This is an optimization exercise on Yosys and OpenROAD, whose aim is small area, not a production implementation.
At most, simulation tests tie the RTL to the original design; equivalence was not proved.
The RTL of run 10 was laid out without a check of its function.
Power figures rest on the tool's default switching activity, not on a simulated workload.

### flow/run.sh
#!/bin/bash
# synth_recipe.tcl (not shown) runs the flow's synth.tcl, then flattens the netlist and writes it again
# the make line also repeats each setting of config.mk as NAME=value (left out here)
make -C /OpenROAD-flow-scripts/flow DESIGN_CONFIG=/design/flow/config.mk WORK_HOME=/design/flow/orfs CLKGATE_MAP_FILE= SYNTH_SCRIPT=/design/flow/synth_recipe.tcl finish
### flow/config.mk
export PLATFORM = sky130hd
export DESIGN_NAME = FIFO
export DESIGN_NICKNAME = FIFO
export VERILOG_FILES = /design/flow/design.v
export SDC_FILE = /design/flow/constraint.sdc
export NUM_CORES = 4
export LEC_CHECK = 0
export CAP_MARGIN = 20
export CORE_MARGIN = 2
export CORE_UTILIZATION = 40
export SLEW_MARGIN = 20
### flow/constraint.sdc
create_clock -name core_clock -period 5.0 [get_ports {clk}]
set_input_delay 1.0000 -clock core_clock [delete_from_list [all_inputs] [get_ports {clk}]]
set_output_delay 1.0000 -clock core_clock [all_outputs]
set_load 0.01 [all_outputs]
### flow/design.v
module FIFO #(parameter WIDTH=16,DEPTH=32)(
            input clk,rst,
            input [WIDTH-1:0]data_in,
            input wr,rd,
            output reg[WIDTH-1:0]data_out,
            output reg empty,
            output reg full
            );
localparam AW=$clog2(DEPTH);
reg [AW-1:0] wr_ptr;
reg [AW-1:0] rd_ptr;
reg [WIDTH-1:0] mem[DEPTH-1:0];
wire do_wr = wr & !full & !(rd & empty);
wire do_rd = rd & !empty & !(wr & full);
wire [AW-1:0] wr_nxt = wr_ptr + 1'b1;
wire [AW-1:0] rd_nxt = rd_ptr + 1'b1;
reg [WIDTH-1:0] rdata;
integer k;
always @* begin
  rdata = {WIDTH{1'b0}};
  for (k = 0; k < DEPTH; k = k + 1)
    rdata = rdata | (mem[k] & {WIDTH{rd_ptr == k}});
end
always @(posedge clk)
  if (do_wr) mem[wr_ptr] <= data_in;
always @(posedge clk or negedge rst)
begin
  if (!rst) begin
    data_out <= 0;
    wr_ptr <= 0;
    rd_ptr <= 0;
    empty <= 1'b1;
    full <= 1'b0;
  end else begin
    if (do_rd) begin
      data_out <= rdata;
      rd_ptr <= rd_nxt;
    end
    if (do_wr) wr_ptr <= wr_nxt;
    if (do_wr & !do_rd) begin
      empty <= 1'b0;
      full <= (wr_nxt == rd_ptr);
    end else if (do_rd & !do_wr) begin
      full <= 1'b0;
      empty <= (rd_nxt == wr_ptr);
    end
  end
end
endmodule
==> results of run 1 <==
## cell families (layout without fill, tap and decap cells)
family / Yosys count / after routing / synth area share [%]
flops: 540 / 540 / 77.6
compound gates: 300 / 300 / 11.2
simple gates: 194 / 194 / 5.01
buf+inv: 80 / 217 / 1.79
mux: 58 / 58 / 3.12
xor+xnor: 14 / 14 / 0.592
fa+ha+maj: 11 / 11 / 0.664
## worst min-delay path by stage
stage	depth (start not counted)	to	from	slack [ps]
finish	2	empty	empty	540
detailed placement	2	empty	empty	550
global route	1	data_out[13]	data_out[13]	580
CTS	2	empty	empty	550
floorplan	2	empty	empty	500
global placement	2	empty	empty	530
## synthesized netlist by cell type (all sizes together) (5+ instances only)
library cell and instances:
edfxtp 512, a22oi 149, nor2 56, a22o 54, nand2 46, mux2 41
clkbuf 38, buf 33, dfrtp 27, nand4 22, mux2i 17, o22ai 16
a211oi 11, a221oi 11, a31oi 11, ha 11, o2111ai 11, xnor2 11
a2111oi 9, inv 9, nand3 8, o21ai 7, and4b 6, nor3 6
or4 6, and2 5, and3b 5, nor2b 5, o22a 5, o2bb2ai 5
## state kept, by name, indices dropped and copies added (netlist names)
signal    flops
rd_ptr        5
empty         1
wr_ptr        5
data_out     16
mem         512
full          1
## final cells by class
| cell class | count | area share [%] |
|---|---|---|
| Clock buffer | 67 | 6.16 |
| Sequential cell | 540 | 66.8 |
| Clock inverter | 35 | 1.57 |
| Timing Repair Buffer | 106 | 3.69 |
| Tap cell | 680 | 3.54 |
| Multi-Input combinational cell | 577 | 18.1 |
| Inverter | 9 | 0.140 |
## through the flow
| stage | total power [uW] | utilization (%) |
|---|---|---|
| finish | 12800 | 46.9 |
| global route | 13300 | 46.9 |
| CTS | 12800 | 46.9 |
| detailed placement | 8650 | 43.3 |
| global placement | 8600 | 43.2 |
| floorplan | 7390 | - |
## worst max-delay path, stage by stage (launching register included)
cell and delay (ps):
dfrtp_4 980, inv_1 330, ha_1 540, a22oi_1 340
o2111ai_1 160, or4_1 520, o32a_1 360
## report_power, final
part / leakage [uW] / internal [uW] / switching (uW) / total (uW)
combinational: 0.00197 / 1080 / 1850 / 2940
clock: 0.000908 / 2510 / 1680 / 4190
sequential: 0.00494 / 5320 / 343 / 5670
## per-layer routing
layer | part of all wire, % | track usage [%]
met5 | 0 | 0
met4 | 2.7 | 6.67
met3 | 7.7 | 4.07
met2 | 47 | 31.5
met1 | 43 | 28.2
==> flow_summary.ini, run 1 <==
[run_status]
run_status = complete, no violations

[logic_synthesis]
synth_ff_type = edfxtp_1
netlist_area_um2 = 20700
synth_top_area_share_pct = 74.2
synth_seq_cells = 540
synth_area_leaders = edfxtp_1, a22oi_1, dfrtp_1, a22o_1, mux2_2
ys_warn_count = 1
synth-async-reset-ratio_pct = 5.19
synth_area_leader_cell = edfxtp_1
synth_edf_count = 512
ys_seq_area_share_pct = 77.6
synth_nets = 1228
syn_area_per_cell_um2 = 17.3
synthDistinctLibCells = 61
synthCells = 1197

[setup_path]
crit_required_ps = 5490
reg2reg_depth = 6
cp-end-kind = flip-flop
path_max_fanout = 50
r2r_slack_ps = 1640
r2r_end = data_out[4]
arrival_ps = 3850
startpoint_type = flip-flop
cp-endpoint = data_out[4]
critPathKind = reg -> reg
timing.rr.start = rd_ptr[4]
crit_start = rd_ptr[4]

[detailed_routing]
wl_per_cell_um = 26.7
via_per_inst = 5.87
drcViolationCount = 0
firstDrtPassIters = 5
drt_wl_total_um = 53700
drtIter0Drc = 1244
postRouteAntennaNets = 0
vias = 11800

[die]
fp.dieW_um = 232
core_area_um2 = 51300
die_h_um = 232
dieArea_um2 = 53600
initial_core_util_pct = 40.4
fp-row-count = 83
boundaryPins = 38

[timing]
final-hold-violation-count = 0
rsz0062_at_grt = false
fin_ws_ps = 1640
setup_viol = 0
period_share_pct = 67.2
final.setup.tns_ps = 0
slew_headroom_pct = 27.7
skew_ps = 16.1
tightest_slew_ps = 1070
drv_slew = 0
fmax_mhz = 297
min_period_ps = 3360
hold_ws_ps = 540

[finish]
multi_input_area_um2 = 4350
stdcell_count = 2014
area_growth_pct = 16.1
num-fill-cells = 4419
nNetsFinal = 1320
layout_common_cells = edfxtp_1, a22oi_1, buf_4
drive_above_1_share_pct = 15.5
final_common_cell = edfxtp_1
seq_area_um2 = 16100
num_antenna_cells = 0
fin_area_um2 = 24100

[global_route]
grt_usage_pct = 20.1
grt_start_max_net_pins = 51
antenna_found_initial = 0
overflow = 0
grt_pass1_vias = 11800
grt_pass1_wl_um = 78800

[clocking]
post_cts_resized = 0
numCtsBuffers = 55
cts_setup_buffers = 0
cts_tree = built
cts_sinks = 540
cts-root-buf = clkbuf_16
cts_buffer_depth = 3
hold_buffers = 0
clk_pin_slew_ps = 60
clk_latency_ps = 600
h-tree-depth = 2

[placed_design]
dpl.hpwl_um = 34000
pre_cts_ws_ps = 1530
dpl_cell_area_um2 = 22200
post-place-cells = 1912
port-buffer-count = 37
gp_congestion = 0.870

[power_and_ir_drop]
ir_drop_mv = 0.278
power_density_nw_per_um2 = 532
leakagePower_uw = 0.00781

[hold_path]
hp-class = reg -> reg

[job]
cap_violations = 0
==> run 2, diff against run 1 <==
==> flow/design.v (replaced) <==
module FIFO #(parameter WIDTH=16,DEPTH=32)(
            input clk,rst,
            input [WIDTH-1:0]data_in,
            input wr,rd,
            output reg[WIDTH-1:0]data_out,
            output reg empty,
            output reg full
            );
localparam AW=$clog2(DEPTH);
reg [AW-1:0] idx;
reg [WIDTH-1:0] mem[DEPTH-1:0];
wire do_wr = wr & !full & !(rd & empty);
wire do_rd = rd & !empty & !(wr & full);
reg [WIDTH-1:0] rdata;
integer k;
always @* begin
  rdata = {WIDTH{1'b0}};
  for (k = 0; k < DEPTH; k = k + 1)
    rdata = rdata | (mem[k] & {WIDTH{idx == k}});
end
always @(posedge clk)
  if (do_wr) begin
    mem[0] <= data_in;
    for (k = 1; k < DEPTH; k = k + 1)
      mem[k] <= mem[k-1];
  end
always @(posedge clk or negedge rst)
begin
  if (!rst) begin
    data_out <= 0;
    idx <= {AW{1'b1}};
    empty <= 1'b1;
    full <= 1'b0;
  end else begin
    if (do_rd)
      data_out <= rdata;
    if (do_wr & !do_rd) begin
      idx <= idx + 1'b1;
      empty <= 1'b0;
      full <= (idx == DEPTH-2);
    end else if (do_rd & !do_wr) begin
      idx <= idx - 1'b1;
      full <= 1'b0;
      empty <= (idx == 0);
    end
  end
end
endmodule
--- a/flow/config.mk
+++ b/flow/config.mk
@@ -9,3 +9,5 @@
 export CORE_MARGIN = 2
 export CORE_UTILIZATION = 40
+export CTS_BUF_LIST = sky130_fd_sc_hd__clkbuf_8
+export CTS_CLUSTER_SIZE = 20
 export SLEW_MARGIN = 20
==> run 2 against run 1 <==
Net effect: synthesized area is 2.1% lower; critical endpoint is now data_out[15]; clock power is 18% lower; synthesized cell count is 3.3% lower; critical path depth is 2 higher; largest cell class unchanged; first-iteration DRC count is 24% higher; non-clock buffer count is 32 lower; setup slack worse by 140 ps; utilization is 0.63 points lower; via count is 0.47% higher; combinational power is 5% lower; sequential share of layout area is 2.1 points higher; still clean on timing, DRC and antenna.
==> flow_summary.ini, run 2 <==
[run_status]
run_status = complete, no violations

[finish]
layout_common_cells = edfxtp_1, a22oi_1, clkbuf_8
final_util_pct = 46.3
largest_reg_flops = 512
final_common_cell = edfxtp_1
drive_above_1_share_pct = 13.4
stdcell_count = 1992
regMostFlops = mem
num_antenna_cells = 0
nNetsFinal = 1277
reg_top3 = mem x512, data_out x16, idx x5
area_growth_pct = 14.2

[clocking]
cts-root-buf = clkbuf_8
hold_buffers = 0
h-tree-depth = 3
cts_setup_buffers = 0
clk_pin_slew_ps = 60
numCtsBuffers = 87
cts_tree = built
cts_buffer_depth = 3
post_cts_resized = 0
clk_latency_ps = 670
cts_sinks = 535

[logic_synthesis]
synthCells = 1157
synth-async-reset-ratio_pct = 4.30
synthDistinctLibCells = 63
synth_edf_count = 512
ys_warn_count = 2
ys_seq_area_share_pct = 78.7
synth_area_leader_cell = edfxtp_1
synth_nets = 1185
synth_area_leaders = edfxtp_1, a22oi_1, mux2i_1, dfrtp_1, a22o_1
synth_ff_type = edfxtp_1
synth_seq_cells = 535
synth_top_area_share_pct = 75.8
synth.most_common_cell = edfxtp_1
netlist_area_um2 = 20300
syn_area_per_cell_um2 = 17.5
synth_common_cells = edfxtp_1, a22oi_1, nand2_1

[die]
fp-row-count = 82
die_h_um = 229
dieArea_um2 = 52500
core_area_um2 = 50100
boundaryPins = 38
fp.dieW_um = 229
initial_core_util_pct = 40.5

[timing]
min_period_ps = 3510
tightest_slew_ps = 1230
drv_slew = 0
final.setup.tns_ps = 0
fmax_mhz = 285
slew_headroom_pct = 17.8
rsz0062_at_grt = false
skew_ps = 28.1
hold_ws_ps = 438
final-hold-violation-count = 0
period_share_pct = 70.1
setup_viol = 0

[setup_path]
critPathKind = reg -> reg
max_stage_delay_ps = 560
arrival_ps = 4060
timing.rr.start = idx[0]
crit_chain = ha_1 -> and3_1 -> ha_1 -> a22o_1 -> a211oi_1 -> nand3_1 -> or4_1 -> o32a_1
path_max_fanout = 18
startpoint_type = flip-flop
cpLargestDelayFamily = adder cells
path_buf_inv = 0
path_depth = 8
slowest_stage = ha_1
path_common_cell = ha_1
r2r_slack_ps = 1490
cp-end-kind = flip-flop
crit_start = idx[0]
r2r_end = data_out[15]
crit_required_ps = 5550
reg2reg_depth = 8

[detailed_routing]
via_per_inst = 5.96
drtIter0Drc = 1547
vias = 11900
firstDrtPassIters = 8
drt_wl_total_um = 55700
wl_per_cell_um = 28.0
postRouteAntennaNets = 0
drcViolationCount = 0

[placed_design]
dpl.hpwl_um = 31800
post-place-cells = 1831
gp_congestion = 0.829
port-buffer-count = 37

[hold_path]
hold_start = mem[30][11]
min_to = mem[31][11]
hp-class = reg -> reg
whs_path_depth = 0

[power_and_ir_drop]
power_density_nw_per_um2 = 539
ir_drop_mv = 0.286
leakagePower_uw = 0.00798
power_uw = 12500

[global_route]
grt_start_max_net_pins = 115
met1_usage_pct = 28.6
grt_usage_pct = 21.1
top_usage_layer = met2
antenna_found_initial = 0
met3_usage_pct = 6.37
grt_pass1_wl_um = 79900
met2_usage_pct = 31.4
overflow = 0
grt_pass1_vias = 11700

[job]
cap_violations = 0
## run 2: changes by cell type in the layout (fill, tap and decap cells not counted), moves of 27 or more
cell	change
mux2i_1	+28
mux2_2	-27
buf_4	-38
inv_1	+36
clkbuf_8	+86
a22oi_1	-46
clkbuf_16	-56
## run 2: layout make-up
| type | count | area (um2) |
|---|---|---|
| clock buffers | 90 | 1240 |
| inverters | 6 | 22.5 |
| multi-input cells | 545 | 4080 |
| well taps | 672 | 841 |
| clock inverters | 70 | 300 |
| flip-flops and latches | 535 | 16000 |
| fillers | 4427 | 26900 |
| repair buffers | 74 | 718 |
## run 2: through the flow
stage          area [um2]  setup WS, ps
2_1_floorplan       20300        -10650
3_3_place_gp        21600          1570
3_5_place_dp        21600          1490
4_1_cts             23100          1490
5_1_grt             23200          1430
6_report            23200          1490
## run 2: where the power goes
| group | leakage, uW | switching (uW) | total, uW | internal [uW] |
|---|---|---|---|---|
| Clock | 0.000921 | 1750 | 3430 | 1670 |
| Sequential | 0.00526 | 614 | 6260 | 5650 |
| Combinational | 0.00180 | 1770 | 2790 | 1020 |
## run 2: logic make-up (layout without fill, tap and decap cells)
| kind of cell | after synthesis | after routing | synth area share, % |
|---|---|---|---|
| AO/OA/AOI/OAI | 282 | 282 | 10.9 |
| flip-flops | 535 | 535 | 78.7 |
| AND/OR/NAND/NOR | 195 | 195 | 5.15 |
| buffers and inverters | 77 | 240 | 1.71 |
| adder cells (fa/ha/maj) | 8 | 8 | 0.494 |
| XOR/XNOR | 4 | 4 | 0.173 |
| multiplexers | 56 | 56 | 2.91 |
## run 2: how the worst max path moves through the flow
stage	end	slack, ps
after global routing	data_out[15]	1430
after global placement	data_out[15]	1570
after floorplan	idx[3]	-10650
final	data_out[15]	1490
after detailed placement	data_out[15]	1490
after CTS	data_out[15]	1490
## run 2: routing by layer
| layer | vias up | routed length, um |
|---|---|---|
| li1 | 4988 | - |
| met1 | 6034 | 22500 |
| met2 | 714 | 24900 |
| met3 | 144 | 6070 |
| met4 | 0 | 2280 |
| met5 | - | 0 |
==> run 3, diff against run 2 <==
==> flow/flow/run.sh (new file) <==
#!/bin/bash
cp standard.sh out/standard.sh.txt 2>/dev/null
bash standard.sh > standard.log 2>&1
==> flow/standard.sh (new file) <==
#!/bin/bash
# synth_recipe.tcl (not shown) runs the flow's synth.tcl, then flattens the netlist and writes it again
# the make line also repeats each setting of config.mk as NAME=value (left out here)
make -C /OpenROAD-flow-scripts/flow DESIGN_CONFIG=/design/flow/config.mk WORK_HOME=/design/flow/orfs CLKGATE_MAP_FILE= SYNTH_SCRIPT=/design/flow/synth_recipe.tcl "${@:-finish}"
--- a/flow/config.mk
+++ b/flow/config.mk
@@ -9,5 +9,3 @@
 export CORE_MARGIN = 2
 export CORE_UTILIZATION = 40
-export CTS_BUF_LIST = sky130_fd_sc_hd__clkbuf_8
-export CTS_CLUSTER_SIZE = 20
 export SLEW_MARGIN = 20
removed: flow/run.sh
==> run 3 against run 2 <==
Net effect: synthesized area is the same; still clean; sequential cell count did not move; largest cell class unchanged; critical endpoint unchanged; clock-buffer cell count shrank 25.
==> flow_summary.ini, run 3 <==
[die]
initial_core_util_pct = 40.5
fp-row-count = 82
die_h_um = 229
fp.dieW_um = 229
boundaryPins = 38
core_area_um2 = 50100
dieArea_um2 = 52500

[logic_synthesis]
synth_area_leaders = edfxtp_1, a22oi_1, mux2i_1, dfrtp_1, a22o_1
synth-async-reset-ratio_pct = 4.30
ys_warn_count = 2
synth_area_leader_cell = edfxtp_1
synth_edf_count = 512
synth_seq_cells = 535
netlist_area_um2 = 20300
ys_seq_area_share_pct = 78.7
synth_ff_type = edfxtp_1
synth.most_common_cell = edfxtp_1
synth_common_cells = edfxtp_1, a22oi_1, nand2_1
syn_area_per_cell_um2 = 17.5
synth_top_area_share_pct = 75.8
synthDistinctLibCells = 63
synth_nets = 1185
synthCells = 1157

[timing]
skew_ps = 23.0
drv_slew = 0
tightest_slew_ps = 1170
min_period_ps = 3500
final-hold-violation-count = 0
setup_viol = 0
period_share_pct = 70.0
slew_headroom_pct = 21.8
rsz0062_at_grt = false
final.setup.tns_ps = 0
fmax_mhz = 286

[global_route]
antenna_found_initial = 0
grt_start_max_net_pins = 115
grt_usage_pct = 20.7
overflow = 0
grt_pass1_wl_um = 78700
grt_pass1_vias = 11400

[setup_path]
r2r_end = data_out[15]
cp-endpoint = data_out[15]
r2r_slack_ps = 1500
arrival_ps = 4000
path_common_cell = ha_1
crit_chain = ha_1 -> and3_1 -> ha_1 -> a22o_1 -> a211oi_1 -> nand3_1 -> or4_1 -> o32a_1
max_stage_delay_ps = 560
timing.rr.start = idx[0]
cp-end-kind = flip-flop
path_max_fanout = 18
reg2reg_depth = 8
startpoint_type = flip-flop
crit_start = idx[0]
slowest_stage = ha_1
crit_required_ps = 5500
critPathKind = reg -> reg

[detailed_routing]
wl_per_cell_um = 28.4
vias = 11600
wl_met1_um = 22900
firstDrtPassIters = 6
dr_wl_met2_um = 25100
drcViolationCount = 0
drt_wl_total_um = 54900
top_layer_used = met4
via_per_inst = 6.00
postRouteAntennaNets = 0
wl_met3_um = 5230
drtIter0Drc = 1642

[placed_design]
post-place-cells = 1831
port-buffer-count = 37
gp_congestion = 0.829
dpl_cell_area_um2 = 21600
dpl.hpwl_um = 31800

[finish]
stdcell_count = 1929
num_antenna_cells = 0
layout_common_cells = edfxtp_1, a22oi_1, nand2_1, clkbuf_16, mux2i_1
final_util_pct = 46.7
largest_reg_flops = 512
area_growth_pct = 15.3
regMostFlops = mem
final_common_cell = edfxtp_1
drive_above_1_share_pct = 12.4
nNetsFinal = 1243
reg_top3 = mem x512, data_out x16, idx x5
fin_area_um2 = 23400

[hold_path]
hp-class = reg -> reg

[job]
cap_violations = 0

[run_status]
run_status = complete, no violations

[clocking]
cts_sinks = 535
numCtsBuffers = 54
cts_tree = built
post_cts_resized = 0
clk_latency_ps = 620
cts_setup_buffers = 0
cts-root-buf = clkbuf_16
cts_buffer_depth = 3
h-tree-depth = 2
hold_buffers = 0
clk_pin_slew_ps = 60

[power_and_ir_drop]
power_uw = 13100
ir_drop_mv = 0.286
power_density_nw_per_um2 = 560
leakagePower_uw = 0.00792
==> run 3: cells by family (layout without fill, tap and decap cells) <==
logic type | after synthesis | count (layout) | synth area share [%]
DFF | 535 | 535 | 78.7
AOI/OAI and AO/OA | 282 | 282 | 10.9
and+or+nand+nor | 195 | 195 | 5.15
buffers and inverters | 77 | 177 | 1.71
muxes | 56 | 56 | 2.91
adders and majority gates | 8 | 8 | 0.494
xor gates and xnor gates | 4 | 4 | 0.173
==> run 3: through the flow <==
stage | hold WS, ps | setup slack, ps
floorplan | 418 | -10650
global placement | 426 | 1570
detailed placement | 433 | 1490
CTS | 443 | 1470
global route | 453 | 1410
finish | 445 | 1500
==> run 3: cell type report <==
cell class / count / area (um2)
multi-input combinational: 545 / 4080
clock buffer: 65 / 1440
fill: 4347 / 26700
sequential: 535 / 16000
clock inverter: 33 / 325
inverter: 6 / 22.5
timing repair buffer: 73 / 702
tap: 672 / 841
==> run 3: critical path, delay by kind of cell, from the launching register on <==
family / cells / cell delay, ps
adder cells (fa/ha/maj): 2 / 1050
flip-flops: 1 / 400
AND/OR/NAND/NOR: 3 / 1000
AO/OA/AOI/OAI: 3 / 930
==> run 3: where the power goes <==
group | switching, uW | total [uW] | internal, uW | leakage, uW
sequential | 609 | 6260 | 5650 | 0.00526
combinational | 1750 | 2770 | 1020 | 0.00179
clock | 1710 | 4070 | 2360 | 0.000872
==> run 3: worst min path at each step <==
stage	end	startpoint	depth (start not counted)
after global placement	mem[23][15]	mem[22][15]	0
after floorplan	mem[23][15]	mem[22][15]	0
after CTS	mem[24][7]	mem[23][7]	0
after global routing	mem[2][12]	mem[1][12]	0
final	mem[24][7]	mem[23][7]	0
after detailed placement	mem[2][5]	mem[1][5]	0
==> run 3: metal layers <==
metal	vias up	track usage, %
met5	-	0
met4	0	6.88
met3	99	5.09
met2	637	31.7
met1	5955	29.1
li1	4892	-
==> run 4, diff against run 3 <==
==> flow/flow/run.sh (replaced) <==
#!/bin/bash
# Standard ORFS flow (the standard.sh) with:
#  - an area-oriented ABC script in synthesis (flow/synth.tcl, flow/area.abc)
#  - CTS with smaller clock buffers and no dummy loads
D=$(pwd)
export MY_ABC_SCRIPT=$D/flow/area.abc
export CTS_ARGS="-sink_clustering_enable -repair_clock_nets -dont_use_dummy_load -buf_list {sky130_fd_sc_hd__clkbuf_4 sky130_fd_sc_hd__clkbuf_8}"
bash standard.sh SYNTH_SCRIPT=$D/flow/synth.tcl finish > $D/flow.log 2>&1
==> flow/flow/area.abc (new file) <==
strash
&get -n
&fraig -x
&put
scorr
dc2
strash
&get -n
&dch -f
&nf -R 1000
&put
==> flow/flow/synth.tcl (new file) <==
# The standard flow's synthesis (synth_recipe.tcl) with the ABC script swapped for an
# area-oriented one; everything else, including dfflibmap, is unchanged.
proc synth {args} { yosys synth -nofsm -noshare {*}$args }
proc my_abc_args {a} {
  set i [lsearch -exact $a -script]
  return [lreplace $a [expr {$i+1}] [expr {$i+1}] $::env(MY_ABC_SCRIPT)]
}
set f [open $::env(SCRIPTS_DIR)/synth.tcl r]; set s [read $f]; close $f
set s [string map [list {log_cmd abc {*}$abc_args} {log_cmd abc {*}[my_abc_args $abc_args]}] $s]
set f [open $::env(OBJECTS_DIR)/synth_patched.tcl w]; puts $f $s; close $f
source $::env(OBJECTS_DIR)/synth_patched.tcl
# left out here: clear keep_hierarchy, flatten, clean up, hide names made inside functions, write 1_2_yosys.v
==> run 4 against run 3 <==
Net effect: still clean on timing, DRC and antenna; clock skew is 30 ps higher; non-clock buffer count increased by 3; first-iteration DRC count rose by 33%; sequential share of layout area grew 5.7 points; die area decreased by 7.0%; worst hold slack got worse by 30 ps; utilization fell by 0.38 points; critical path type unchanged.
==> flow_summary.ini, run 4 <==
[die]
fp.dieW_um = 221
dieArea_um2 = 48800
fp-row-count = 79
initial_core_util_pct = 40.5
boundaryPins = 38
die_h_um = 221
core_area_um2 = 46600

[finish]
layout_common_cells = edfxtp_1, a222oi_1, clkbuf_8
final_common_cell = edfxtp_1
num-fill-cells = 3898
area_growth_pct = 14.5
largest_reg_flops = 512
drive_above_1_share_pct = 13.8
regMostFlops = mem
nNetsFinal = 1122
num_antenna_cells = 0
stdcell_count = 1699
reg_top3 = mem x512, data_out x16, idx x5

[job]
cap_violations = 0

[setup_path]
reg2reg_depth = 7
r2r_end = data_out[8]
r2r_slack_ps = 1640
slowest_stage = dfstp_2
timing.rr.start = idx[4]
critPathKind = reg -> reg
path_max_fanout = 19
crit_chain = clkinv_1 -> and3_1 -> buf_4 -> a221oi_1 -> and4_1 -> nand4_1 -> o32a_1
arrival_ps = 3870
cp-end-kind = flip-flop
startpoint_type = flip-flop
max_stage_delay_ps = 780
crit_required_ps = 5510

[detailed_routing]
drt_wl_total_um = 51200
vias = 10900
firstDrtPassIters = 8
drcViolationCount = 0
via_per_inst = 6.40
postRouteAntennaNets = 0
drtIter0Drc = 2179
wl_per_cell_um = 30.1

[power_and_ir_drop]
ir_drop_mv = 0.264
power_density_nw_per_um2 = 513
leakagePower_uw = 0.00712

[logic_synthesis]
ys_warn_count = 2
synth_ff_type = edfxtp_1
synth_top_area_share_pct = 81.6
synthDistinctLibCells = 29
synth.most_common_cell = edfxtp_1
synth_common_cells = edfxtp_1, a222oi_1, nand2_1
synth-async-reset-ratio_pct = 4.30
synth_area_leader_cell = edfxtp_1
synth_nets = 958
synth_seq_cells = 535
netlist_area_um2 = 18800
ys_seq_area_share_pct = 84.7
synthCells = 930
synth_area_leaders = edfxtp_1, a222oi_1, dfrtp_1, a221oi_1, a22oi_1
synth_edf_count = 512
syn_area_per_cell_um2 = 20.3

[global_route]
grt_start_max_net_pins = 126
overflow = 0
grt_pass1_wl_um = 74100
grt_usage_pct = 20.7
antenna_found_initial = 0
grt_pass1_vias = 11000

[clocking]
clk_latency_ps = 630
hold_buffers = 0
numCtsBuffers = 86
cts_sinks = 535
cts_setup_buffers = 0
clk_pin_slew_ps = 60
post_cts_resized = 0
cts_tree = built
cts_buffer_depth = 3
h-tree-depth = 3
cts-root-buf = clkbuf_8

[timing]
fmax_mhz = 298
tightest_slew_ps = 1040
min_period_ps = 3360
period_share_pct = 67.2
slew_headroom_pct = 30.5
drv_slew = 0
final-hold-violation-count = 0
skew_ps = 53.4
final.setup.tns_ps = 0
setup_viol = 0
rsz0062_at_grt = false

[hold_path]
hp-class = reg -> reg
min_to = mem[22][13]
whs_path_depth = 0
hold_start = mem[21][13]

[placed_design]
port-buffer-count = 37
dpl.hpwl_um = 29600
post-place-cells = 1613
gp_congestion = 0.789

[run_status]
run_status = complete, no violations
run 4: cell count changes in the layout (fill, tap and decap cells not counted), sizes merged, moves of 15 or more:
cell	previous run	this run
a221oi	2	36
a222oi	0	96
a22o	41	24
a22oi	103	38
a32o	21	0
and3	5	20
clkbuf	65	86
clkinv	26	5
mux2i	45	0
nand2	55	40
nand4	11	35
o21ai	22	1
o22ai	16	1
run 4: report_power, final:
group	internal [uW]	total [uW]	leakage, uW	switching (uW)
sequential	5800	6220	0.00526	421
combinational	649	1820	0.00124	1170
clock	1510	3020	0.000618	1510
run 4: layer usage:
layer	up-vias	wire length, um	GRT usage (%)
met5	-	0	0
li1	4427	-	-
met3	138	6300	5.35
met2	799	22000	29.3
met4	0	1790	7.34
met1	5516	21100	30.9
run 4: worst max-delay path by stage:
stage | start | endpoint | slack [ps]
2_1_floorplan | rd | idx[2] | -5180
3_3_place_gp | rd | idx[2] | 1590
3_5_place_dp | rd | idx[2] | 1590
4_1_cts | idx[4] | data_out[8] | 1730
5_1_grt | idx[4] | data_out[8] | 1510
6_report | idx[4] | data_out[8] | 1640
run 4: stage by stage:
stage / power [uW] / hold WS (ps) / utilization (%) / setup slack (ps) / area [um2]
detailed placement: 8080 / 429 / 43.8 / 1590 / 20400
floorplan: 7190 / 421 / - / -5180 / 18900
global route: 11500 / 419 / 46.3 / 1510 / 21600
global placement: 8050 / 429 / 43.8 / 1590 / 20400
finish: 11100 / 416 / 46.3 / 1640 / 21600
CTS: 11100 / 412 / 46.3 / 1730 / 21600
run 4: layout make-up:
cell class              instances  area [um2]  share of cell area (%)
repair buffers                 76         721                    3.34
clock buffers                  86        1180                    5.49
flip-flops and latches        535       16000                    74.0
multi-input cells             390        2930                    13.6
well taps                     607         759                    3.52
inverters                       5        18.8                  0.0870
run 4: logic make-up (layout without fill, tap and decap cells):
group / Yosys count / in the layout / synth area share (%)
AO/OA/AOI/OAI: 217 / 217 / 10.3
adder cells (fa/ha/maj): 8 / 8 / 0.531
XOR/XNOR: 3 / 3 / 0.140
flip-flops: 535 / 535 / 84.7
AND/OR/NAND/NOR: 162 / 162 / 4.21
buffers and inverters: 5 / 167 / 0.0997
run 4: critical path, delay by kind of cell (launching register included):
| family | cells | cell delay [ps] |
|---|---|---|
| flip-flops | 1 | 780 |
| AO/OA/AOI/OAI | 2 | 590 |
| AND/OR/NAND/NOR | 3 | 980 |
| buffers and inverters | 2 | 890 |
==> run 5, diff against run 4 <==
--- a/flow/config.mk
+++ b/flow/config.mk
@@ -8,4 +8,4 @@
 export CAP_MARGIN = 20
 export CORE_MARGIN = 2
-export CORE_UTILIZATION = 40
+export CORE_UTILIZATION = 65
 export SLEW_MARGIN = 20
==> run 5 against run 4 <==
Net effect: sequential cell count stayed put; die area is 38% lower; total power down 1.1%; critical path depth is 1 higher; synthesized cell count unchanged; sequential share of layout area up 1.1 points; via count is 2.1% higher; synthesized area is the same; non-clock buffer count stayed put; worst hold slack lost 6.8 ps; final cell count decreased by 13%; cell area shrank 1.5%.
==> flow_summary.ini, run 5 <==
[finish]
largest_reg_flops = 512
multi_input_area_um2 = 2930
area_growth_pct = 12.8
seq_area_um2 = 16000
regMostFlops = mem
num_antenna_cells = 0
num-fill-cells = 1661
final_common_cell = edfxtp_1
layout_common_cells = edfxtp_1, a222oi_1, clkbuf_8
drive_above_1_share_pct = 13.1
nNetsFinal = 1118
reg_top3 = mem x512, data_out x16, idx x5

[die]
fp-row-count = 62
core_area_um2 = 28600
dieArea_um2 = 30400
initial_core_util_pct = 65.8
fp.dieW_um = 174
die_h_um = 174
boundaryPins = 38

[clocking]
hold_buffers = 0
h-tree-depth = 3
cts-root-buf = clkbuf_8
numCtsBuffers = 82
cts_sinks = 535
cts_buffer_depth = 3
cts_setup_buffers = 0
clk_latency_ps = 610
post_cts_resized = 0
clk_pin_slew_ps = 60
cts_tree = built

[timing]
setup_viol = 0
fmax_mhz = 284
fin_ws_ps = 1480
hold_ws_ps = 409
skew_ps = 55.4
period_share_pct = 70.5
tightest_slew_ps = 1200
final-hold-violation-count = 0
min_period_ps = 3520
drv_slew = 0
slew_headroom_pct = 20.0
rsz0062_at_grt = false

[detailed_routing]
wl_met3_um = 6830
via_per_inst = 7.55
wl_met1_um = 18200
dr_wl_met2_um = 22900
top_layer_used = met4
wl_per_cell_um = 33.9
firstDrtPassIters = 7
drcViolationCount = 0
postRouteAntennaNets = 0
drt_wl_total_um = 49900
vias = 11100
drtIter0Drc = 2406

[power_and_ir_drop]
power_uw = 10900
ir_drop_mv = 0.273
leakagePower_uw = 0.00710
power_density_nw_per_um2 = 515

[setup_path]
timing.rr.start = idx[4]
crit_chain = clkinv_1 -> and3_1 -> buf_4 -> a22o_1 -> a221oi_1 -> and4_1 -> nand4_1 -> o32a_1
r2r_end = data_out[8]
arrival_ps = 4010
max_stage_delay_ps = 770
r2r_slack_ps = 1480
crit_required_ps = 5490
reg2reg_depth = 8
path_max_fanout = 19
startpoint_type = flip-flop
cp-end-kind = flip-flop
critPathKind = reg -> reg
slowest_stage = dfstp_2

[placed_design]
pre_cts_ws_ps = 1580
port-buffer-count = 37
gp_congestion = 0.948
dpl.hpwl_um = 29100

[logic_synthesis]
syn_area_per_cell_um2 = 20.3
synthCells = 930
synth_area_leaders = edfxtp_1, a222oi_1, dfrtp_1, a221oi_1, a22oi_1
synth.most_common_cell = edfxtp_1
netlist_area_um2 = 18800
synth_seq_cells = 535
synth_ff_type = edfxtp_1
synth-async-reset-ratio_pct = 4.30
ys_warn_count = 2
synth_nets = 958
synthDistinctLibCells = 29
synth_top_area_share_pct = 81.6
synth_edf_count = 512
synth_common_cells = edfxtp_1, a222oi_1, nand2_1
synth_area_leader_cell = edfxtp_1
ys_seq_area_share_pct = 84.7

[hold_path]
whs_path_depth = 0
min_to = mem[1][10]
hp-class = reg -> reg
hold_start = mem[0][10]

[global_route]
grt_usage_pct = 33.3
overflow = 0
grt_pass1_vias = 10900
antenna_found_initial = 0
grt_start_max_net_pins = 100
grt_pass1_wl_um = 72100

[job]
cap_violations = 0

[run_status]
run_status = complete, no violations
run 5: cell counts after synthesis:
No cell type changed its count.
run 5: logic make-up (layout without fill, tap and decap cells):
logic type	Yosys count	after routing	synth area share [%]
AO/OA/AOI/OAI	217	217	10.3
XOR/XNOR	3	3	0.140
adder cells (fa/ha/maj)	8	8	0.531
buffers and inverters	5	163	0.0997
flip-flops	535	535	84.7
AND/OR/NAND/NOR	162	162	4.21
run 5: worst max-delay path by stage:
stage / startpoint / end / slack, ps / cells past startpoint
floorplan: rd / idx[2] / -5180 / 7
global placement: rd / mem[0][15] / 1780 / 6
detailed placement: idx[4] / data_out[8] / 1580 / 8
CTS: idx[4] / data_out[8] / 1560 / 8
global route: idx[4] / data_out[8] / 1340 / 8
finish: idx[4] / data_out[8] / 1480 / 8
run 5: final cells by class:
cell class	instances	area share, %
multi-input cells	390	13.8
well taps	384	2.26
clock buffers	82	5.31
repair buffers	76	3.47
flip-flops and latches	535	75.1
inverters	5	0.0883
run 5: metrics by stage:
stage | TNS (ps) | instances | cell area [um2] | util (%)
4_1_cts | 0 | 1472 | 21300 | 74.2
3_5_place_dp | 0 | 1390 | 20100 | 70.3
2_1_floorplan | -2128130 | 930 | 18900 | -
5_1_grt | 0 | 1472 | 21300 | 74.2
6_report | 0 | 1472 | 21300 | 74.2
3_3_place_gp | 0 | 1390 | 20100 | 70.3
run 5: metal layers:
layer / up-vias / track usage, %
met5: - / 0
met4: 0 / 14.2
met3: 156 / 8.38
met2: 996 / 50.0
met1: 5535 / 47.5
li1: 4420 / -
run 5: worst max-delay path: cells and delay by family (launching register included):
| family | cells | cell delay, ps |
|---|---|---|
| buffers and inverters | 2 | 860 |
| DFF | 1 | 770 |
| AOI/OAI and AO/OA | 3 | 760 |
| and+or+nand+nor | 3 | 1030 |
run 5: where the power goes:
part           total, uW  internal, uW  leakage [uW]  switching, uW
clock               2910          1450      0.000590           1460
sequential          6230          5800       0.00526            435
combinational       1810           653       0.00125           1160
total              10900          7900       0.00710           3050
==> run 6, diff against run 5 <==
==> flow/flow/run.sh (replaced) <==
#!/bin/bash
# Standard ORFS flow (the standard.sh) with:
#  - an area-oriented ABC script in synthesis (flow/synth.tcl, flow/area.abc)
#  - CTS with larger sink clusters of clkbuf_8 and no dummy loads
#  - port buffers made with buf_1
D=$(pwd)
export MY_ABC_SCRIPT=$D/flow/area.abc
export CTS_ARGS="-sink_clustering_enable -repair_clock_nets -dont_use_dummy_load -buf_list {sky130_fd_sc_hd__clkbuf_8} -sink_clustering_size 16 -sink_clustering_max_diameter 60"
export BUFFER_PORTS_ARGS="-buffer_cell sky130_fd_sc_hd__buf_1"
bash standard.sh SYNTH_SCRIPT=$D/flow/synth.tcl finish > $D/flow.log 2>&1
--- a/flow/config.mk
+++ b/flow/config.mk
@@ -8,4 +8,4 @@
 export CAP_MARGIN = 20
 export CORE_MARGIN = 2
-export CORE_UTILIZATION = 65
+export CORE_UTILIZATION = 40
 export SLEW_MARGIN = 20
==> run 6 against run 5 <==
Net effect: still clean on timing, DRC and antenna; clock power decreased by 27%; combinational power down 6%; setup slack improved by 130 ps; sequential cell count stayed put; first-iteration DRC count down 3.4%; critical endpoint is now data_out[11]; largest cell class unchanged; highest routed layer unchanged.
==> flow_summary.ini, run 6 <==
[run_status]
run_status = complete, no violations

[clocking]
cts_tree = built
cts_sinks = 535
h-tree-depth = 2
post_cts_resized = 0
cts_setup_buffers = 0
hold_buffers = 0
clk_pin_slew_ps = 100
cts_buffer_depth = 3
clk_latency_ps = 630
numCtsBuffers = 42
cts-root-buf = clkbuf_8

[global_route]
grt_pass1_vias = 10300
overflow = 0
grt_pass1_wl_um = 72300
antenna_found_initial = 0
grt_start_max_net_pins = 163
grt_usage_pct = 20.3

[placed_design]
post-place-cells = 1606
dpl.hpwl_um = 28300
port-buffer-count = 37
gp_congestion = 0.805

[finish]
nNetsFinal = 1071
num-fill-cells = 3937
regMostFlops = mem
stdcell_count = 1648
layout_common_cells = edfxtp_1, a222oi_1, clkbuf_8
num_antenna_cells = 0
reg_top3 = mem x512, data_out x16, idx x5
area_growth_pct = 9.71
final_common_cell = edfxtp_1
seq_area_um2 = 16000
largest_reg_flops = 512
final_util_pct = 44.4
multi_input_area_um2 = 2940
drive_above_1_share_pct = 9.80

[logic_synthesis]
synth_area_leader_cell = edfxtp_1
synth_common_cells = edfxtp_1, a222oi_1, nand2_1
synth.most_common_cell = edfxtp_1
synthCells = 930
synth_area_leaders = edfxtp_1, a222oi_1, dfrtp_1, a221oi_1, a22oi_1
ys_seq_area_share_pct = 84.7
synth_ff_type = edfxtp_1
synth-async-reset-ratio_pct = 4.30
ys_warn_count = 2
synth_edf_count = 512
netlist_area_um2 = 18800
syn_area_per_cell_um2 = 20.3
synth_nets = 958
synth_seq_cells = 535
synth_top_area_share_pct = 81.6
synthDistinctLibCells = 29

[power_and_ir_drop]
leakagePower_uw = 0.00665
ir_drop_mv = 0.297
power_density_nw_per_um2 = 486
power_uw = 10000

[setup_path]
arrival_ps = 3930
crit_required_ps = 5540
critPathKind = reg -> reg
path_max_fanout = 19
startpoint_type = flip-flop
timing.rr.start = idx[4]
crit_start = idx[4]
cp-end-kind = flip-flop

[die]
boundaryPins = 38
fp.dieW_um = 221
fp-row-count = 79
core_area_um2 = 46600
dieArea_um2 = 48800
die_h_um = 221
initial_core_util_pct = 40.5

[timing]
tightest_slew_ps = 1190
final-hold-violation-count = 0
min_period_ps = 3390
fmax_mhz = 295
drv_slew = 0
slew_headroom_pct = 20.7
setup_viol = 0
hold_ws_ps = 406
period_share_pct = 67.9
final.setup.tns_ps = 0
rsz0062_at_grt = false
skew_ps = 43.9

[detailed_routing]
postRouteAntennaNets = 0
via_per_inst = 6.47
firstDrtPassIters = 9
drt_wl_total_um = 51300
drcViolationCount = 0
vias = 10700
wl_per_cell_um = 31.1
drtIter0Drc = 2324

[job]
cap_violations = 0

[hold_path]
hold_start = mem[1][1]
hp-class = reg -> reg
## run 6: cell counts after synthesis
Identical to the previous run, type by type.
## run 6: cell type report
type                    count  area share [%]
clock buffers              42            2.80
inverters                   5          0.0908
multi-input cells         390            14.2
flip-flops and latches    535            77.2
well taps                 607            3.68
repair buffers             69            1.96
## run 6: through the flow
stage / setup slack (ps) / area (um2)
finish: 1610 / 20700
detailed placement: 1740 / 20100
CTS: 1700 / 20700
global route: 1480 / 20700
floorplan: -5180 / 18900
global placement: 1810 / 20100
## run 6: cells by family after synthesis
| group | after synthesis | share of synthesized area [%] |
|---|---|---|
| adders and majority gates | 8 | 0.531 |
| buffers and inverters | 5 | 0.0997 |
| AOI/OAI and AO/OA | 217 | 10.3 |
| DFF | 535 | 84.7 |
| and+or+nand+nor | 162 | 4.21 |
| xor gates and xnor gates | 3 | 0.140 |
## run 6: worst paths after layout
kind,cells after the start,slack (ps),endpoint
max,8,1610,data_out[11]
min,0,410,mem[2][1]
max reg2reg,8,1610,data_out[11]
min reg2reg,0,410,mem[2][1]
max in group asynchronous,1,3800,full
min in group asynchronous,1,540,data_out[13]
## run 6: metal layers
metal | up-vias | track usage [%] | wire length (um)
met5 | - | 0 | 0
met4 | 0 | 7.49 | 1800
met3 | 123 | 5.48 | 6870
met2 | 773 | 28.5 | 22000
met1 | 5447 | 30.3 | 20600
li1 | 4316 | - | -
## run 6: worst max-delay path: stages, from the launching register on
cell,delay [ps]
dfstp_2,800
clkinv_1,580
nor2_2,1100
buf_4,350
a22oi_1,90
nand3_1,90
a221oi_1,50
nand3_1,110
o32a_1,140
## run 6: power by group
group	internal, uW	total [uW]	switching, uW
Clock	756	2120	1360
Combinational	537	1700	1160
Sequential	5790	6220	429
Total	7080	10000	2950
==> run 7, diff against run 6 <==
--- a/flow/config.mk
+++ b/flow/config.mk
@@ -9,3 +9,4 @@
 export CORE_MARGIN = 2
 export CORE_UTILIZATION = 40
+export GPL_TIMING_DRIVEN = 0
 export SLEW_MARGIN = 20
==> run 7 against run 6 <==
Net effect: critical path type unchanged; largest power group unchanged; clock power fell by 2%; final cell count rose by 0.24%; cell area rose by 3.3%; synthesized area did not move; register-to-register slack got worse by 350 ps; synthesized cell count did not move; sequential power fell by 0.6%; total power rose by 1.3%.
==> flow_summary.ini, run 7 <==
[logic_synthesis]
synth.most_common_cell = edfxtp_1
synth_seq_cells = 535
synth_nets = 958
synth-async-reset-ratio_pct = 4.30
netlist_area_um2 = 18800
synth_compound_area_share_pct = 10.3
synth_top_family_by_area = compound AO/OA/AOI/OAI gates
synth_edf_count = 512
ys_warn_count = 2
muxShareOfSynthArea_pct = 0
synth_common_cells = edfxtp_1, a222oi_1, nand2_1
ys_seq_area_share_pct = 84.7
synth_top_area_share_pct = 81.6
syn_area_per_cell_um2 = 20.3
synth_fa_ha_area_share_pct = 0.531
yosys.area_share.simple_pct = 4.21
synth_area_leaders = edfxtp_1, a222oi_1, dfrtp_1, a221oi_1, a22oi_1
synth_area_leader_cell = edfxtp_1
synthDistinctLibCells = 29
synth-xor-area-share_pct = 0.140
synth_ff_type = edfxtp_1
synthCells = 930

[finish]
stdcell_count = 1652
layout_common_cells = edfxtp_1, a222oi_1, clkbuf_8
largest_reg_flops = 512
area_growth_pct = 13.3
num-fill-cells = 3881
final_common_cell = edfxtp_1
nNetsFinal = 1075
reg_top3 = mem x512, data_out x16, idx x5
regMostFlops = mem
drive_above_1_share_pct = 11.7
num_antenna_cells = 0

[clocking]
hold_buffers = 0
cts_buffer_depth = 3
clk_pin_slew_ps = 100
post_cts_resized = 0
numCtsBuffers = 42
cts_tree = built
cts_setup_buffers = 0
clk_latency_ps = 630
cts-root-buf = clkbuf_8
h-tree-depth = 2
cts_sinks = 535

[detailed_routing]
via_per_inst = 6.44
firstDrtPassIters = 6
drt_wl_total_um = 50000
drtIter0Drc = 2038
drcViolationCount = 0
wl_per_cell_um = 30.3
postRouteAntennaNets = 0
vias = 10600

[placed_design]
gp_congestion = 0.759
post-place-cells = 1610
port-buffer-count = 37
pre_cts_ws_ps = 897
dpl.hpwl_um = 29000

[setup_path]
arrival_ps = 4270
startpoint_type = flip-flop
cp-end-kind = flip-flop
timing.rr.start = idx[4]
r2r_slack_ps = 1260
critPathKind = reg -> reg
path_max_fanout = 19
reg2reg_depth = 7
crit_required_ps = 5530
r2r_end = data_out[8]

[die]
initial_core_util_pct = 40.5
core_area_um2 = 46600
dieArea_um2 = 48800
die_h_um = 221
fp.dieW_um = 221
fp-row-count = 79
boundaryPins = 38

[power_and_ir_drop]
leakagePower_uw = 0.00686
power_uw = 10200
ir_drop_mv = 0.231
power_density_nw_per_um2 = 476

[timing]
period_share_pct = 74.8
tightest_slew_ps = 954
hold_ws_ps = 311
min_period_ps = 3740
fmax_mhz = 267
setup_viol = 0
fin_ws_ps = 1260
drv_slew = 0
skew_ps = 48.4
final-hold-violation-count = 0
slew_headroom_pct = 36.0
rsz0062_at_grt = false

[hold_path]
hp-class = in -> async

[global_route]
grt_usage_pct = 20.1
grt_pass1_wl_um = 71800
grt_pass1_vias = 10400
antenna_found_initial = 1
overflow = 0
grt_start_max_net_pins = 31

[run_status]
run_status = complete, no violations

[job]
cap_violations = 0
run 7: cell counts after synthesis:
No cell type changed its count.
run 7: worst max path at each step:
| stage | start | endpoint | cells past startpoint |
|---|---|---|---|
| floorplan | rd | idx[2] | 7 |
| global placement | rd | idx[2] | 8 |
| detailed placement | rd | idx[2] | 8 |
| CTS | idx[4] | data_out[8] | 7 |
| global route | idx[4] | data_out[8] | 7 |
| finish | idx[4] | data_out[8] | 7 |
run 7: area by class of cell:
cell class / count / area, um2 / share of cell area, %
inverters: 5 / 18.8 / 0.0879
repair buffers: 73 / 1010 / 4.75
flip-flops and latches: 535 / 16000 / 74.8
multi-input cells: 390 / 3020 / 14.1
clock buffers: 42 / 578 / 2.71
well taps: 607 / 759 / 3.56
run 7: cells by family after synthesis:
group | Yosys count
and+or+nand+nor | 162
DFF | 535
adders and majority gates | 8
buffers and inverters | 5
xor gates and xnor gates | 3
AOI/OAI and AO/OA | 217
run 7: layer usage:
| layer | wire length, um | global-route usage, % | up-vias |
|---|---|---|---|
| met4 | 1170 | 5.63 | 0 |
| met2 | 22400 | 29.7 | 693 |
| met5 | 0 | 0 | - |
| met1 | 20500 | 29.2 | 5527 |
| met3 | 5930 | 5.78 | 90 |
| li1 | - | - | 4336 |
run 7: power breakdown:
part           internal (uW)  switching (uW)  total [uW]
Sequential              5780             405        6180
Combinational            677            1220        1900
Clock                    755            1330        2080
run 7: critical path, stage by stage, from the launching register on:
cell and delay [ps]:
dfstp_2 900, clkinv_1 720, and3_2 720, a22o_1 330, a221oi_1 280, and4_1 290
nand4_1 110, o32a_1 300
run 7: per-stage QoR:
stage | setup TNS [ps] | util (%) | cell area, um2
detailed placement | 0 | 44.6 | 20800
global route | 0 | 45.8 | 21300
floorplan | -2128130 | - | 18900
global placement | -3539010 | 42.4 | 19800
finish | 0 | 45.8 | 21300
CTS | 0 | 45.8 | 21300
==> run 8, diff against run 7 <==
--- a/flow/config.mk
+++ b/flow/config.mk
@@ -8,5 +8,4 @@
 export CAP_MARGIN = 20
 export CORE_MARGIN = 2
-export CORE_UTILIZATION = 40
-export GPL_TIMING_DRIVEN = 0
+export CORE_UTILIZATION = 60
 export SLEW_MARGIN = 20
==> run 8 against run 7 <==
Net effect: still clean; sequential power hardly changed; die area is 33% lower; non-clock buffer count is 5 lower; total power fell by 2.5%; clock power is 4% lower; routed wire length is 1.2% higher; cell area is 4.5% lower; worst hold slack better by 140 ps; sequential cell count stayed put; critical endpoint is now data_out[12]; highest routed layer unchanged.
==> flow_summary.ini, run 8 <==
[run_status]
run_status = complete, no violations

[logic_synthesis]
synth-async-reset-ratio_pct = 4.30
syn_area_per_cell_um2 = 20.3
synth_area_leader_cell = edfxtp_1
synth_seq_cells = 535
synth.most_common_cell = edfxtp_1
ys_seq_area_share_pct = 84.7
ys_warn_count = 2
netlist_area_um2 = 18800
synthCells = 930
synth_common_cells = edfxtp_1, a222oi_1, nand2_1
synthDistinctLibCells = 29
synth_area_leaders = edfxtp_1, a222oi_1, dfrtp_1, a221oi_1, a22oi_1
synth_nets = 958
synth_edf_count = 512
synth_top_area_share_pct = 81.6
synth_ff_type = edfxtp_1

[timing]
drv_slew = 0
skew_ps = 29.1
period_share_pct = 70.0
tightest_slew_ps = 1080
fmax_mhz = 286
fin_ws_ps = 1500
setup_viol = 0
final-hold-violation-count = 0
min_period_ps = 3500
slew_headroom_pct = 27.9
rsz0062_at_grt = false

[power_and_ir_drop]
power_density_nw_per_um2 = 486
leakagePower_uw = 0.00664
ir_drop_mv = 0.259
power_uw = 9910

[clocking]
h-tree-depth = 2
cts-root-buf = clkbuf_8
post_cts_resized = 0
clk_pin_slew_ps = 110
hold_buffers = 0
numCtsBuffers = 39
cts_setup_buffers = 0
cts_sinks = 535
cts_tree = built
clk_latency_ps = 580
cts_buffer_depth = 3

[global_route]
antenna_found_initial = 1
met2_usage_pct = 46.6
met1_usage_pct = 44.5
grt_pass1_vias = 10400
grt_pass1_wl_um = 71700
grt_usage_pct = 30.9
met3_usage_pct = 8.04
overflow = 0
top_usage_layer = met2
grt_start_max_net_pins = 152

[setup_path]
path_max_fanout = 19
cp-end-kind = flip-flop
crit_required_ps = 5430
crit_start = idx[4]
arrival_ps = 3930
cp-endpoint = data_out[12]
critPathKind = reg -> reg
reg2reg_depth = 7
startpoint_type = flip-flop
r2r_slack_ps = 1500
r2r_end = data_out[12]
timing.rr.start = idx[4]

[die]
dieArea_um2 = 32800
boundaryPins = 38
initial_core_util_pct = 61.3
die_h_um = 181
fp-row-count = 64
fp.dieW_um = 181
core_area_um2 = 30700

[detailed_routing]
wl_per_cell_um = 35.3
drcViolationCount = 0
firstDrtPassIters = 8
vias = 10800
drtIter0Drc = 2249
via_per_inst = 7.54
postRouteAntennaNets = 0
drt_wl_total_um = 50600

[finish]
largest_reg_flops = 512
num_antenna_cells = 0
nNetsFinal = 1067
layout_common_cells = edfxtp_1, a222oi_1, clkbuf_8
regMostFlops = mem
drive_above_1_share_pct = 9.35
area_growth_pct = 8.25
reg_top3 = mem x512, data_out x16, idx x5
final_common_cell = edfxtp_1

[placed_design]
gp_congestion = 0.885
pre_cts_ws_ps = 1630
dpl.hpwl_um = 28900
port-buffer-count = 37

[hold_path]
hp-class = reg -> reg

[job]
cap_violations = 0
==> run 8: final cells by class <==
class | instances | area (um2)
clock buffer | 39 | 537
fill | 2078 | 10400
inverter | 5 | 18.8
multi-input combinational | 390 | 2960
sequential | 535 | 16000
tap | 396 | 495
timing repair buffer | 68 | 423
==> run 8: per-layer routing <==
metal | share of wire [%] | vias up
met5 | 0 | -
li1 | - | 4312
met4 | 3.7 | 0
met3 | 14 | 122
met2 | 46 | 852
met1 | 37 | 5514
==> run 8: logic make-up (layout without fill, tap and decap cells) <==
| family | after synthesis | after routing | share of synthesized area [%] |
|---|---|---|---|
| AO/OA/AOI/OAI | 217 | 217 | 10.3 |
| adder cells (fa/ha/maj) | 8 | 8 | 0.531 |
| flip-flops | 535 | 535 | 84.7 |
| XOR/XNOR | 3 | 3 | 0.140 |
| buffers and inverters | 5 | 112 | 0.0997 |
| AND/OR/NAND/NOR | 162 | 162 | 4.21 |
==> run 8: stage by stage <==
stage                     instance area, um2  hold slack (ps)  instances  utilization [%]  TNS [ps]
final                                  20400              447       1433             66.3         0
after global routing                   20400              460       1433             66.3         0
after CTS                              20400              452       1433             66.3         0
after detailed placement               19900              433       1394             64.6         0
after global placement                 19900              430       1394             64.6         0
after floorplan                        18900              421        930                -  -2128130
==> run 8: how the worst min path moves through the flow <==
stage	startpoint	end	slack (ps)	depth (start not counted)
2_1_floorplan	mem[28][14]	mem[29][14]	420	0
3_3_place_gp	mem[20][0]	mem[21][0]	430	0
3_5_place_dp	mem[30][2]	mem[31][2]	430	0
4_1_cts	mem[9][6]	mem[10][6]	450	0
5_1_grt	mem[24][9]	mem[25][9]	460	0
6_report	mem[9][6]	mem[10][6]	450	0
==> run 8: critical path, cell delays in order, from the launching register on <==
cell and delay [ps]:
dfstp_2 800, clkinv_1 630, and3_1 550, buf_4 280
a222oi_1 480, nand4_1 140, nor3_1 380, nor2_1 70
==> run 8: where the power goes <==
part,internal [uW],switching (uW),leakage (uW)
Sequential,5780,423,0.00526
Clock,705,1290,0.000280
Combinational,547,1170,0.00110
==> run 9, diff against run 8 <==
--- a/flow/config.mk
+++ b/flow/config.mk
@@ -6,6 +6,6 @@
 export NUM_CORES = 4
 export LEC_CHECK = 0
-export CAP_MARGIN = 20
+export CAP_MARGIN = 5
 export CORE_MARGIN = 2
-export CORE_UTILIZATION = 60
-export SLEW_MARGIN = 20
+export CORE_UTILIZATION = 40
+export SLEW_MARGIN = 5
==> run 9 against run 8 <==
Net effect: critical path depth grew 1; sequential cell count did not move; die area grew 49%; setup slack better by 120 ps; register-to-register slack better by 120 ps; via count fell by 1.3%; final cell count up 15%; synthesized area stayed put; first-iteration DRC count rose by 3.3%; cell area up 1.3%; synthesized cell count unchanged; routed wire length is 1.5% higher; critical endpoint is now data_out[11]; largest cell class unchanged.
==> flow_summary.ini, run 9 <==
[run_status]
run_status = complete, no violations

[clocking]
hold_buffers = 0
clk_latency_ps = 630
cts_sinks = 535
numCtsBuffers = 42
cts-root-buf = clkbuf_8
post_cts_resized = 0
cts_tree = built
h-tree-depth = 2
cts_setup_buffers = 0
cts_buffer_depth = 3
clk_pin_slew_ps = 100

[setup_path]
max_stage_delay_ps = 1090
critPathKind = reg -> reg
timing.rr.start = idx[4]
crit_chain = clkinv_1 -> nor2_2 -> buf_4 -> a22oi_1 -> nand3_1 -> a221oi_1 -> nand3_1 -> o32a_1
arrival_ps = 3920
path_max_fanout = 19
cpLargestDelayFamily = simple AND/OR/NAND/NOR gates
r2r_end = data_out[11]
cp-end-kind = flip-flop
slowest_stage = nor2_2
crit_required_ps = 5540
path_common_cell = nand3_1
reg2reg_depth = 8
startpoint_type = flip-flop
r2r_slack_ps = 1620
path_buf_inv = 2

[logic_synthesis]
synth.most_common_cell = edfxtp_1
syn_area_per_cell_um2 = 20.3
synth_nets = 958
synth_area_leaders = edfxtp_1, a222oi_1, dfrtp_1, a221oi_1, a22oi_1
netlist_area_um2 = 18800
synth_common_cells = edfxtp_1, a222oi_1, nand2_1
synth_ff_type = edfxtp_1
synthDistinctLibCells = 29
synth_area_leader_cell = edfxtp_1
synth_top_area_share_pct = 81.6
synthCells = 930
ys_seq_area_share_pct = 84.7
synth_seq_cells = 535
synth_edf_count = 512
synth-async-reset-ratio_pct = 4.30
ys_warn_count = 2

[timing]
final-hold-violation-count = 0
tightest_slew_ps = 1170
fmax_mhz = 296
fin_ws_ps = 1620
hold_ws_ps = 406
period_share_pct = 67.6
skew_ps = 42.2
setup_viol = 0
drv_slew = 0
min_period_ps = 3380
slew_headroom_pct = 21.7
rsz0062_at_grt = false

[detailed_routing]
vias = 10700
wl_per_cell_um = 31.2
firstDrtPassIters = 7
postRouteAntennaNets = 0
via_per_inst = 6.47
drtIter0Drc = 2324
drcViolationCount = 0
drt_wl_total_um = 51400

[hold_path]
hold_start = mem[1][1]
hp-class = reg -> reg
whs_path_depth = 0
min_to = mem[2][1]

[finish]
nNetsFinal = 1071
num_antenna_cells = 0
reg_top3 = mem x512, data_out x16, idx x5
drive_above_1_share_pct = 9.80
area_growth_pct = 9.71
regMostFlops = mem
final_util_pct = 44.4
layout_common_cells = edfxtp_1, a222oi_1, clkbuf_8
stdcell_count = 1648
largest_reg_flops = 512
final_common_cell = edfxtp_1
num-fill-cells = 3937

[placed_design]
post-place-cells = 1606
port-buffer-count = 37
gp_congestion = 0.805
pre_cts_ws_ps = 1740
dpl.hpwl_um = 28300

[power_and_ir_drop]
clockPowerShare_pct = 21.1
ir_drop_mv = 0.297
p_switching_uw = 2960
power_density_nw_per_um2 = 486
seqPwrFrac_pct = 61.9
power_uw = 10000
p_int_uw = 7080
leakagePower_uw = 0.00665
swShare_pct = 29.4
comb_power_share_pct = 16.9

[global_route]
grt_pass1_vias = 10300
grt_pass1_wl_um = 72300
overflow = 0
antenna_found_initial = 0
grt_start_max_net_pins = 163
grt_usage_pct = 20.3

[die]
die_h_um = 221
initial_core_util_pct = 40.5
boundaryPins = 38
fp-row-count = 79
dieArea_um2 = 48800
fp.dieW_um = 221
core_area_um2 = 46600

[job]
cap_violations = 0
-- run 9: cell types whose count changed in the layout (fill, tap and decap cells not counted), sizes merged --
cell    previous run  this run
buf               67        68
clkbuf            40        43
-- run 9: cell families (layout without fill, tap and decap cells) --
logic type	Yosys count	in the layout	share of synthesized area (%)
compound gates	217	217	10.3
xor+xnor	3	3	0.140
fa+ha+maj	8	8	0.531
buf+inv	5	116	0.0997
flops	535	535	84.7
simple gates	162	162	4.21
-- run 9: worst max-delay path by stage --
stage	startpoint	endpoint	cells past startpoint
6_report	idx[4]	data_out[11]	8
4_1_cts	idx[4]	data_out[9]	8
2_1_floorplan	rd	idx[2]	7
3_3_place_gp	idx[4]	data_out[9]	8
5_1_grt	idx[4]	data_out[0]	9
3_5_place_dp	idx[4]	data_out[9]	8
-- run 9: metrics by stage --
step	cell area (um2)	TNS, ps
final	20700	0
after global routing	20700	0
after CTS	20700	0
after detailed placement	20100	0
after global placement	20100	0
after floorplan	18900	-2128130
-- run 9: metal layers --
metal,share of wire [%],track usage [%],routed length [um]
met5,0,0,0
met4,3.5,7.49,1820
met3,13,5.48,6790
met1,40,30.3,20800
met2,43,28.5,22000
-- run 9: layout make-up --
cell class                 count  area, um2  area share, %
clock buffer                  42        578           2.80
timing repair buffer          69        405           1.96
sequential                   535      16000           77.2
multi-input combinational    390       2940           14.2
inverter                       5       18.8         0.0908
tap                          607        759           3.68
-- run 9: power by group through the flow --
| stage | combinational [uW] | clock (uW) | sequential (uW) |
|---|---|---|---|
| 5_1_grt | 1800 | 2300 | 6290 |
| 2_1_floorplan | 945 | 0 | 6250 |
| 3_5_place_dp | 1670 | 0 | 6300 |
| 3_3_place_gp | 1650 | 0 | 6280 |
| 6_report | 1700 | 2120 | 6220 |
| 4_1_cts | 1670 | 2170 | 6210 |
==> run 10, diff against run 9 <==
==> flow/design.v (replaced) <==
module FIFO #(parameter WIDTH=16,DEPTH=32)(
            input clk,rst,
            input [WIDTH-1:0]data_in,
            input wr,rd,
            output reg[WIDTH-1:0]data_out,
            output empty,
            output reg full
            );
localparam AW=$clog2(DEPTH);
reg [AW-1:0] nidx;
wire [AW-1:0] idx = ~nidx;
reg nempty;
assign empty = !nempty;
reg [WIDTH-1:0] mem[DEPTH-1:0];
wire do_wr = wr & !full & !(rd & empty);
wire do_rd = rd & nempty & !(wr & full);
reg [WIDTH-1:0] rdata;
integer k;
always @* begin
  rdata = data_out & {WIDTH{!do_rd}};
  for (k = 0; k < DEPTH; k = k + 1)
    rdata = rdata | (mem[k] & {WIDTH{do_rd && idx == k}});
end
always @(posedge clk)
  if (do_wr) begin
    mem[0] <= data_in;
    for (k = 1; k < DEPTH; k = k + 1)
      mem[k] <= mem[k-1];
  end
always @(posedge clk or negedge rst)
begin
  if (!rst) begin
    data_out <= 0;
    nidx <= {AW{1'b0}};
    nempty <= 1'b0;
    full <= 1'b0;
  end else begin
    data_out <= rdata;
    if (do_wr & !do_rd) begin
      nidx <= nidx - 1'b1;
      nempty <= 1'b1;
      full <= (idx == DEPTH-2);
    end else if (do_rd & !do_wr) begin
      nidx <= nidx + 1'b1;
      full <= 1'b0;
      nempty <= (idx != 0);
    end
  end
end
endmodule
--- a/flow/config.mk
+++ b/flow/config.mk
@@ -6,6 +6,6 @@
 export NUM_CORES = 4
 export LEC_CHECK = 0
-export CAP_MARGIN = 5
+export CAP_MARGIN = 20
 export CORE_MARGIN = 2
 export CORE_UTILIZATION = 40
-export SLEW_MARGIN = 5
+export SLEW_MARGIN = 20
==> run 10 against run 9 <==
Net effect: critical path type is now in -> reg; final cell count shrank 0.42%; sequential share of layout area shrank 0.51 points; utilization grew 0.46 points; maximum frequency grew 3.4%; still clean on timing, DRC and antenna; largest power group unchanged; global-route usage grew 0.099 points; via count shrank 1.1%; critical endpoint is now data_out[3]; setup slack gained 110 ps; sequential cell count is the same; critical path depth grew 1; synthesized area shrank 0.48%.
==> flow_summary.ini, run 10 <==
[timing]
fmax_mhz = 306
skew_ps = 47.2
min_period_ps = 3270
final.setup.tns_ps = 0
hold_ws_ps = 395
setup_viol = 0
slew_headroom_pct = 24.4
drv_slew = 0
period_share_pct = 65.3
final-hold-violation-count = 0
tightest_slew_ps = 1130
rsz0062_at_grt = false
fin_ws_ps = 1730

[finish]
nNetsFinal = 1061
reg_top3 = mem x512, data_out x16, nidx x5
num-fill-cells = 3937
area_growth_pct = 10.9
stdcell_count = 1641
layout_common_cells = edfxtp_1, a222oi_1, a22oi_1
regMostFlops = mem
drive_above_1_share_pct = 12.2
num_antenna_cells = 0
largest_reg_flops = 512
final_common_cell = edfxtp_1
fin_area_um2 = 20800

[hold_path]
hp-class = reg -> reg

[logic_synthesis]
synth_top_area_share_pct = 82.0
synth_area_leaders = edfxtp_1, a222oi_1, a22oi_1, dfrtp_1, a221oi_1
synth_edf_count = 512
synthDistinctLibCells = 30
synth-async-reset-ratio_pct = 4.30
synth_seq_cells = 535
synth_area_leader_cell = edfxtp_1
ys_seq_area_share_pct = 85.1
synth_common_cells = edfxtp_1, a222oi_1, a22oi_1
synth_fa_ha_area_share_pct = 0.374
yosys.area_share.simple_pct = 3.66
muxShareOfSynthArea_pct = 0
synth-xor-area-share_pct = 0.187
ys_warn_count = 2
synth.most_common_cell = edfxtp_1
synth_top_family_by_area = compound AO/OA/AOI/OAI gates
synth_ff_type = edfxtp_1
synthCells = 910
synth_nets = 935
syn_area_per_cell_um2 = 20.6
synth_compound_area_share_pct = 10.6
netlist_area_um2 = 18700

[clocking]
cts_tree = built
clk_latency_ps = 610
h-tree-depth = 2
hold_buffers = 0
cts-root-buf = clkbuf_8
cts_setup_buffers = 0
numCtsBuffers = 41
post_cts_resized = 0
clk_pin_slew_ps = 100
cts_sinks = 535
cts_buffer_depth = 3

[placed_design]
dpl.hpwl_um = 28300
post-place-cells = 1600
port-buffer-count = 37
pre_cts_ws_ps = 1180
dpl_cell_area_um2 = 20200
gp_congestion = 0.817

[detailed_routing]
firstDrtPassIters = 6
drt_wl_total_um = 49100
drcViolationCount = 0
postRouteAntennaNets = 0
vias = 10500
via_per_inst = 6.43
wl_per_cell_um = 29.9
drtIter0Drc = 2160

[setup_path]
arrival_ps = 3800
cp-end-kind = flip-flop
crit_required_ps = 5540
path_max_fanout = 11
critPathKind = in -> reg
startpoint_type = input pin

[die]
initial_core_util_pct = 40.4
die_h_um = 220
boundaryPins = 38
fp-row-count = 79
core_area_um2 = 46400
fp.dieW_um = 220
dieArea_um2 = 48600

[global_route]
overflow = 0
grt_pass1_wl_um = 71100
grt_start_max_net_pins = 198
antenna_found_initial = 0
grt_pass1_vias = 10100
grt_usage_pct = 20.4

[job]
cap_violations = 0

[power_and_ir_drop]
power_density_nw_per_um2 = 455
ir_drop_mv = 0.192
leakagePower_uw = 0.00668

[run_status]
run_status = complete, no violations
## run 10: cell count changes in the layout (fill, tap and decap cells not counted), moves of 7 or more
cell	delta
nor2_1	-20
nor3_2	+17
buf_4	+14
nor4_2	+9
and3_1	-18
nand3_1	+18
nand2_1	-12
nor3_1	-10
a22oi_1	+39
nand4_1	-7
a22o_1	-16
a221oi_1	-14
## run 10: final timing paths
kind / from / end / slack [ps] / depth (start not counted)
max reg2reg: full / data_out[3] / 1850 / 8
min in group asynchronous: rst / nidx[2] / 550 / 1
max: wr / data_out[3] / 1730 / 9
min reg2reg: mem[25][9] / mem[26][9] / 400 / 0
min: mem[25][9] / mem[26][9] / 400 / 0
max in group asynchronous: rst / full / 3770 / 1
## run 10: power by group
| group | total [uW] | internal, uW | switching, uW |
|---|---|---|---|
| clock network | 2070 | 738 | 1330 |
| registers | 6120 | 5680 | 437 |
| logic | 1270 | 421 | 849 |
## run 10: area by class of cell
class | count | area [um2] | area share [%]
inverter | 5 | 33.8 | 0.162
tap | 607 | 759 | 3.65
clock buffer | 41 | 564 | 2.71
timing repair buffer | 83 | 510 | 2.46
sequential | 535 | 16000 | 76.7
multi-input combinational | 370 | 2970 | 14.3
## run 10: cells by family (layout without fill, tap and decap cells)
logic type,after synthesis,count (layout)
xor+xnor,4,4
flops,535,535
compound gates,229,229
fa+ha+maj,5,5
buf+inv,5,129
simple gates,132,132
## run 10: per-layer routing
metal	share of wire [%]	vias up	GRT usage, %
met3	12	78	4.22
met2	44	679	29.8
met4	2.5	0	5.97
met5	0	-	0
met1	41	5483	31.0
li1	-	4307	-
## run 10: worst max-delay path, stage by stage
cell and delay [ps]:
buf_1 150, nand2_1 120, nand4_1 550, nor4_2 1110
buf_4 430, a222oi_1 160, nand4_1 120, a211oi_1 50
nand4_1 110
## run 10: per-stage QoR
stage | total power (uW) | util [%]
2_1_floorplan | 6920 | -
3_3_place_gp | 7420 | 43.6
3_5_place_dp | 7470 | 43.6
4_1_cts | 9510 | 44.8
5_1_grt | 9850 | 44.8
6_report | 9450 | 44.8

Check on run 10: ideal ports give 1.733 ns setup slack; a clkbuf_16 on the clock port and buf_2 on the inputs give 1.762 ns; moving port delays by the midpoint clock arrival (0.649 ns) as well gives 1.113 ns.
